Background: an optimization exercise with open tools, aiming at small area and a short achievable clock period. Do not read the settings as production practice. Where RTL was checked, it was by simulation tests only, not by an equivalence proof against the original.

Design image_filter_top, start of the top module:
module image_filter_top (
    input        clk,
    input        rst,
    input  [7:0] pixel_in,
    input        valid_in,
    output [7:0] pixel_out,
    output       valid_out
);
    reg  [7:0] pix_q;              
    reg        take;
    wire [7:0] med;
    reg  [7:0] m [0:8];
    reg        v1, v2;
    always @(posedge clk)
        pix_q <= pixel_in;
    median9_window u_median (
        .clk(clk), .rst(rst), .shift(take), .pixel_in(pix_q), .median(med)
    );
    sobel_mag u_sobel (
        .clk(clk),
        .w({m[8], m[7], m[6], m[5], m[4], m[3], m[2], m[1], m[0]}),
        .mag(pixel_out)
    );
    integer i;
    always @(posedge clk or posedge rst) begin
        if (rst) begin
            for (i = 0; i < 9; i = i + 1)
                m[i] <= 8'd0;
            take <= 1'b0;
            v1 <= 1'b0;
            v2 <= 1'b0;
        end else begin
            if (take) begin
                for (i = 0; i < 8; i = i + 1)
                    m[i] <= m[i+1];
                m[8] <= med;
            end
            take <= valid_in;
            v1 <= take;
            v2 <= v1;
        end
    end
    assign valid_out = v2;
endmodule
Size: ~1100 cells after synthesis, roughly 210 flip-flops, about 20 I/O pins, ~12000 um^2 of cells after synthesis.
==> module median9_window, before the edit <==
module median9_window (
    input            clk,
    input            rst,
    input            shift,
    input      [7:0] pixel_in,
    output     [7:0] median        
);
    reg  [7:0] p [0:8];
    reg        t [0:7][0:7];       
    wire [7:0] gt;                 
    wire [7:0] prec [0:8];       
    wire [8:0] sel;
    genvar a, b;
    generate
        for (a = 0; a < 8; a = a + 1) begin : g_cmp
            greater8 u_gt (.x(p[a]), .y_n(~p[8]), .gt(gt[a]));
        end
        for (b = 0; b < 9; b = b + 1) begin : g_rank
            for (a = 0; a < 8; a = a + 1) begin : g_other
                if (a < b) begin : g_older
                    if (b == 8) begin : g_new
                        assign prec[b][a] = ~gt[a];
                    end else begin : g_old
                        assign prec[b][a] = ~t[a][b];
                    end
                end else begin : g_newer
                    if (a + 1 == 8) begin : g_new
                        assign prec[b][a] = gt[b];
                    end else begin : g_old
                        assign prec[b][a] = t[b][a+1];
                    end
                end
            end
            if (b < 8) begin : g_sel
                exactly4of8 u_rank (.x(prec[b]), .y(sel[b]));
            end
        end
    endgenerate
    assign sel[8] = ~|sel[7:0];
    assign median = ({8{sel[0]}} & p[0]) | ({8{sel[1]}} & p[1]) | ({8{sel[2]}} & p[2])
                  | ({8{sel[3]}} & p[3]) | ({8{sel[4]}} & p[4]) | ({8{sel[5]}} & p[5])
                  | ({8{sel[6]}} & p[6]) | ({8{sel[7]}} & p[7]) | ({8{sel[8]}} & p[8]);
    integer i, j;
    always @(posedge clk or posedge rst) begin
        if (rst) begin
            for (i = 0; i < 9; i = i + 1)
                p[i] <= 8'd0;
            for (i = 0; i < 8; i = i + 1)
                for (j = 0; j < 8; j = j + 1)
                    t[i][j] <= 1'b0;
        end else if (shift) begin
            for (i = 0; i < 8; i = i + 1)
                p[i] <= p[i+1];
            p[8] <= pixel_in;
            for (i = 0; i < 7; i = i + 1) begin
                for (j = i + 1; j < 7; j = j + 1)
                    t[i][j] <= t[i+1][j+1];
                t[i][7] <= gt[i+1];
            end
        end
    end
endmodule
==> module sobel_mag, before the edit <==
module sobel_mag (
    input         clk,
    input  [71:0] w,       
    output [7:0]  mag
);
    wire [7:0] w0 = w[0 +: 8], w1 = w[8 +: 8], w2 = w[16 +: 8];
    wire [7:0] w3 = w[24 +: 8], w5 = w[40 +: 8];
    wire [7:0] w6 = w[48 +: 8], w7 = w[56 +: 8], w8 = w[64 +: 8];
    wire [7:0] s17, s26, s53, s80;
    wire       c17, c26, c53, c80;
    rca #(8) u17 (.a(w1), .b(~w7), .cin(1'b1), .s(s17), .cout(c17));
    rca #(8) u26 (.a(w2), .b(~w6), .cin(1'b1), .s(s26), .cout(c26));
    rca #(8) u53 (.a(w5), .b(~w3), .cin(1'b1), .s(s53), .cout(c53));
    rca #(8) u80 (.a(w8), .b(~w0), .cin(1'b1), .s(s80), .cout(c80));
    wire [8:0] d17 = {~c17, s17}, d26 = {~c26, s26};
    wire [8:0] d53 = {~c53, s53}, d80 = {~c80, s80};
    wire [9:0]  e, f;
    wire        ce, cf;
    rca #(10) ue (.a({d53[8], d53}), .b({d26[8], d26}), .cin(1'b0), .s(e), .cout(ce));
    rca #(10) uf (.a({d53[8], d53}), .b({d80[8], d80}), .cin(1'b0), .s(f), .cout(cf));
    wire [10:0] sa, sb;
    wire        ca, cb;
    rca #(11) ua (.a({e[9], e}), .b({{2{d17[8]}}, d17}), .cin(1'b0), .s(sa), .cout(ca));
    rca #(11) ub (.a({f[9], f}), .b(~{{2{d17[8]}}, d17}), .cin(1'b1), .s(sb), .cout(cb));
    reg [10:0] da, db;
    always @(posedge clk) begin
        da <= sa;
        db <= sb;
    end
    wire neg_a = da[10], neg_b = db[10];
    wire big_a = ~((da[10:7] == 4'b0000) | ((da[10:7] == 4'b1111) & (da[6:0] != 7'd0)));
    wire big_b = ~((db[10:7] == 4'b0000) | ((db[10:7] == 4'b1111) & (db[6:0] != 7'd0)));
    wire [6:0] a1 = da[6:0] ^ {7{neg_a}};
    wire [6:0] b1 = db[6:0] ^ {7{neg_b}};
    wire [6:0] cmp_s;
    wire       pick_a;
    rca #(7) uc (.a(a1), .b(~b1), .cin(~(neg_b & ~neg_a)), .s(cmp_s), .cout(pick_a));
    wire [6:0] mx1 = pick_a ? a1 : b1;
    wire       inc = pick_a ? neg_a : neg_b;
    wire [7:0] mx;
    rca #(7) ui (.a(mx1), .b(7'd0), .cin(inc), .s(mx[6:0]), .cout(mx[7]));
    reg [7:0] mag_q;
    always @(posedge clk)
        mag_q <= (big_a | big_b) ? 8'd255 : {mx[6:0], 1'b0};
    assign mag = mag_q;
endmodule
==> module image_filter_top, before the edit <==
module image_filter_top (
    input        clk,
    input        rst,
    input  [7:0] pixel_in,
    input        valid_in,
    output [7:0] pixel_out,
    output       valid_out
);
    reg  [7:0] pix_q;              
    reg        take;
    wire [7:0] med;
    reg  [7:0] m [0:8];
    reg        v1, v2;
    always @(posedge clk)
        pix_q <= pixel_in;
    median9_window u_median (
        .clk(clk), .rst(rst), .shift(take), .pixel_in(pix_q), .median(med)
    );
    sobel_mag u_sobel (
        .clk(clk),
        .w({m[8], m[7], m[6], m[5], m[4], m[3], m[2], m[1], m[0]}),
        .mag(pixel_out)
    );
    integer i;
    always @(posedge clk or posedge rst) begin
        if (rst) begin
            for (i = 0; i < 9; i = i + 1)
                m[i] <= 8'd0;
            take <= 1'b0;
            v1 <= 1'b0;
            v2 <= 1'b0;
        end else begin
            if (take) begin
                for (i = 0; i < 8; i = i + 1)
                    m[i] <= m[i+1];
                m[8] <= med;
            end
            take <= valid_in;
            v1 <= take;
            v2 <= v1;
        end
    end
    assign valid_out = v2;
endmodule
export LEC_CHECK = 0
export CAP_MARGIN = 20
export CORE_MARGIN = 2
export CORE_UTILIZATION = 40
export CTS_CLUSTER_DIAMETER = 80
export CTS_CLUSTER_SIZE = 25
export SLEW_MARGIN = 20
create_clock -name core_clock -period 24.0 [get_ports {clk}]
standard.sh (not shown) runs the stock make flow with config.mk's settings and CLKGATE_MAP_FILE= SYNTH_SCRIPT=/design/flow/synth_recipe.tcl, a recipe that flattens the netlist after the stock synthesis.
==> flow/flow/run.sh <==
#!/bin/bash
# The standard layout, with port buffers of a faster cell than the one
# buffer_ports picks by default (a clock delay buffer).
set -euo pipefail
export BUFFER_PORTS_ARGS="-buffer_cell sky130_fd_sc_hd__buf_2"
bash standard.sh > standard.log 2>&1
Rerun with:
--- a/flow/design.v
+++ b/flow/design.v
@@ -3,17 +3,23 @@
     input            rst,
     input            shift,
     input      [7:0] pixel_in,
-    output     [7:0] median        
+    output     [7:0] median,       
+    output     [7:0] live          
 );
     reg  [7:0] p [0:8];
     reg        t [0:7][0:7];       
+    reg  [3:0] fill;
     wire [7:0] gt;                 
-    wire [7:0] prec [0:8];       
+    wire [7:0] prec [0:8];         
     wire [8:0] sel;
+    wire [7:0] pick;
     genvar a, b;
     generate
         for (a = 0; a < 8; a = a + 1) begin : g_cmp
-            greater8 u_gt (.x(p[a]), .y_n(~p[8]), .gt(gt[a]));
+            wire gt_raw;
+            assign live[a] = (fill >= 9 - a);
+            greater8 u_gt (.x(p[a]), .y_n(~p[8]), .gt(gt_raw));
+            assign gt[a] = gt_raw & live[a];
         end
         for (b = 0; b < 9; b = b + 1) begin : g_rank
             for (a = 0; a < 8; a = a + 1) begin : g_other
@@ -37,18 +43,19 @@
         end
     endgenerate
     assign sel[8] = ~|sel[7:0];
-    assign median = ({8{sel[0]}} & p[0]) | ({8{sel[1]}} & p[1]) | ({8{sel[2]}} & p[2])
-                  | ({8{sel[3]}} & p[3]) | ({8{sel[4]}} & p[4]) | ({8{sel[5]}} & p[5])
-                  | ({8{sel[6]}} & p[6]) | ({8{sel[7]}} & p[7]) | ({8{sel[8]}} & p[8]);
+    assign pick = ({8{sel[0]}} & p[0]) | ({8{sel[1]}} & p[1]) | ({8{sel[2]}} & p[2])
+                | ({8{sel[3]}} & p[3]) | ({8{sel[4]}} & p[4]) | ({8{sel[5]}} & p[5])
+                | ({8{sel[6]}} & p[6]) | ({8{sel[7]}} & p[7]) | ({8{sel[8]}} & p[8]);
+    assign median = pick & {8{live[4]}};
+    always @(posedge clk or posedge rst) begin
+        if (rst)
+            fill <= 4'd0;
+        else if (shift && fill != 4'd9)
+            fill <= fill + 4'd1;
+    end
     integer i, j;
-    always @(posedge clk or posedge rst) begin
-        if (rst) begin
-            for (i = 0; i < 9; i = i + 1)
-                p[i] <= 8'd0;
-            for (i = 0; i < 8; i = i + 1)
-                for (j = 0; j < 8; j = j + 1)
-                    t[i][j] <= 1'b0;
-        end else if (shift) begin
+    always @(posedge clk) begin
+        if (shift) begin
             for (i = 0; i < 8; i = i + 1)
                 p[i] <= p[i+1];
             p[8] <= pixel_in;
@@ -93,6 +100,7 @@
 module sobel_mag (
     input         clk,
     input  [71:0] w,       
+    input         zero,    
     output [7:0]  mag
 );
     wire [7:0] w0 = w[0 +: 8], w1 = w[8 +: 8], w2 = w[16 +: 8];
@@ -115,9 +123,11 @@
     rca #(11) ua (.a({e[9], e}), .b({{2{d17[8]}}, d17}), .cin(1'b0), .s(sa), .cout(ca));
     rca #(11) ub (.a({f[9], f}), .b(~{{2{d17[8]}}, d17}), .cin(1'b1), .s(sb), .cout(cb));
     reg [10:0] da, db;
+    reg        zero_q;
     always @(posedge clk) begin
         da <= sa;
         db <= sb;
+        zero_q <= zero;
     end
     wire neg_a = da[10], neg_b = db[10];
     wire big_a = ~((da[10:7] == 4'b0000) | ((da[10:7] == 4'b1111) & (da[6:0] != 7'd0)));
@@ -133,7 +143,7 @@
     rca #(7) ui (.a(mx1), .b(7'd0), .cin(inc), .s(mx[6:0]), .cout(mx[7]));
     reg [7:0] mag_q;
     always @(posedge clk)
-        mag_q <= (big_a | big_b) ? 8'd255 : {mx[6:0], 1'b0};
+        mag_q <= zero_q ? 8'd0 : (big_a | big_b) ? 8'd255 : {mx[6:0], 1'b0};
     assign mag = mag_q;
 endmodule
 module rca #(parameter N = 8) (
@@ -165,32 +175,36 @@
     reg  [7:0] pix_q;              
     reg        take;
     wire [7:0] med;
+    wire [7:0] live;
     reg  [7:0] m [0:8];
     reg        v1, v2;
     always @(posedge clk)
         pix_q <= pixel_in;
     median9_window u_median (
-        .clk(clk), .rst(rst), .shift(take), .pixel_in(pix_q), .median(med)
+        .clk(clk), .rst(rst), .shift(take), .pixel_in(pix_q), .median(med), .live(live)
     );
     sobel_mag u_sobel (
         .clk(clk),
         .w({m[8], m[7], m[6], m[5], m[4], m[3], m[2], m[1], m[0]}),
+        .zero(~live[3]),
         .mag(pixel_out)
     );
     integer i;
+    always @(posedge clk) begin
+        if (take) begin
+            for (i = 0; i < 3; i = i + 1)
+                m[i] <= m[i+1] & {8{live[i+1]}};
+            for (i = 3; i < 8; i = i + 1)
+                m[i] <= m[i+1];
+            m[8] <= med;
+        end
+    end
     always @(posedge clk or posedge rst) begin
         if (rst) begin
-            for (i = 0; i < 9; i = i + 1)
-                m[i] <= 8'd0;
             take <= 1'b0;
             v1 <= 1'b0;
             v2 <= 1'b0;
         end else begin
-            if (take) begin
-                for (i = 0; i < 8; i = i + 1)
-                    m[i] <= m[i+1];
-                m[8] <= med;
-            end
             take <= valid_in;
             v1 <= take;
             v2 <= v1;
Die area drops by 2.6%; first-iteration DRC count went up by 32%; routed wire length falls by 13%; worst setup slack improves by 0.038 ns; register-to-register slack improved by 0.06 ns; non-clock buffer count is higher by 5; core utilization grows by 0.75 points; synthesized area is lower by 2.7%; cell count shrinks by 12%; synthesized cell count goes down by 18%.
For the first run of this note, only the layout was checked, not whether the RTL still works.

## afterwards: timing with drivers on the ports
Ports are ideal in the flow. The routed layouts listed here were re-timed in OpenROAD.
Step 1: set_driving_cell puts a clkbuf_16 on clk and a buf_2 on each other input, an assumption about the parent block.
Step 2 times the ports against the registers' clock, not the clock port: input delays grow and output delays shrink by t, the midpoint of the rising clock arrivals with the driver on.
Three values: ideal ports, drivers, drivers and shift; two values: the first two.
run	t (ns)	setup slack, ns	worst slew at a driven data input, ns	cell pins on the clock port's net
the first run	0.528	18.197 / 18.162 / 17.697	0.05	1
the second run	0.533	18.234 / 18.185 / 18.517	0.03	1
After both steps setup and hold are still met in every run listed. For the first run, which loses most, drivers alone change the setup slack by -0.035 ns; drivers and shift together by -0.500 ns. The worst setup slack also covers recovery checks on asynchronous resets.
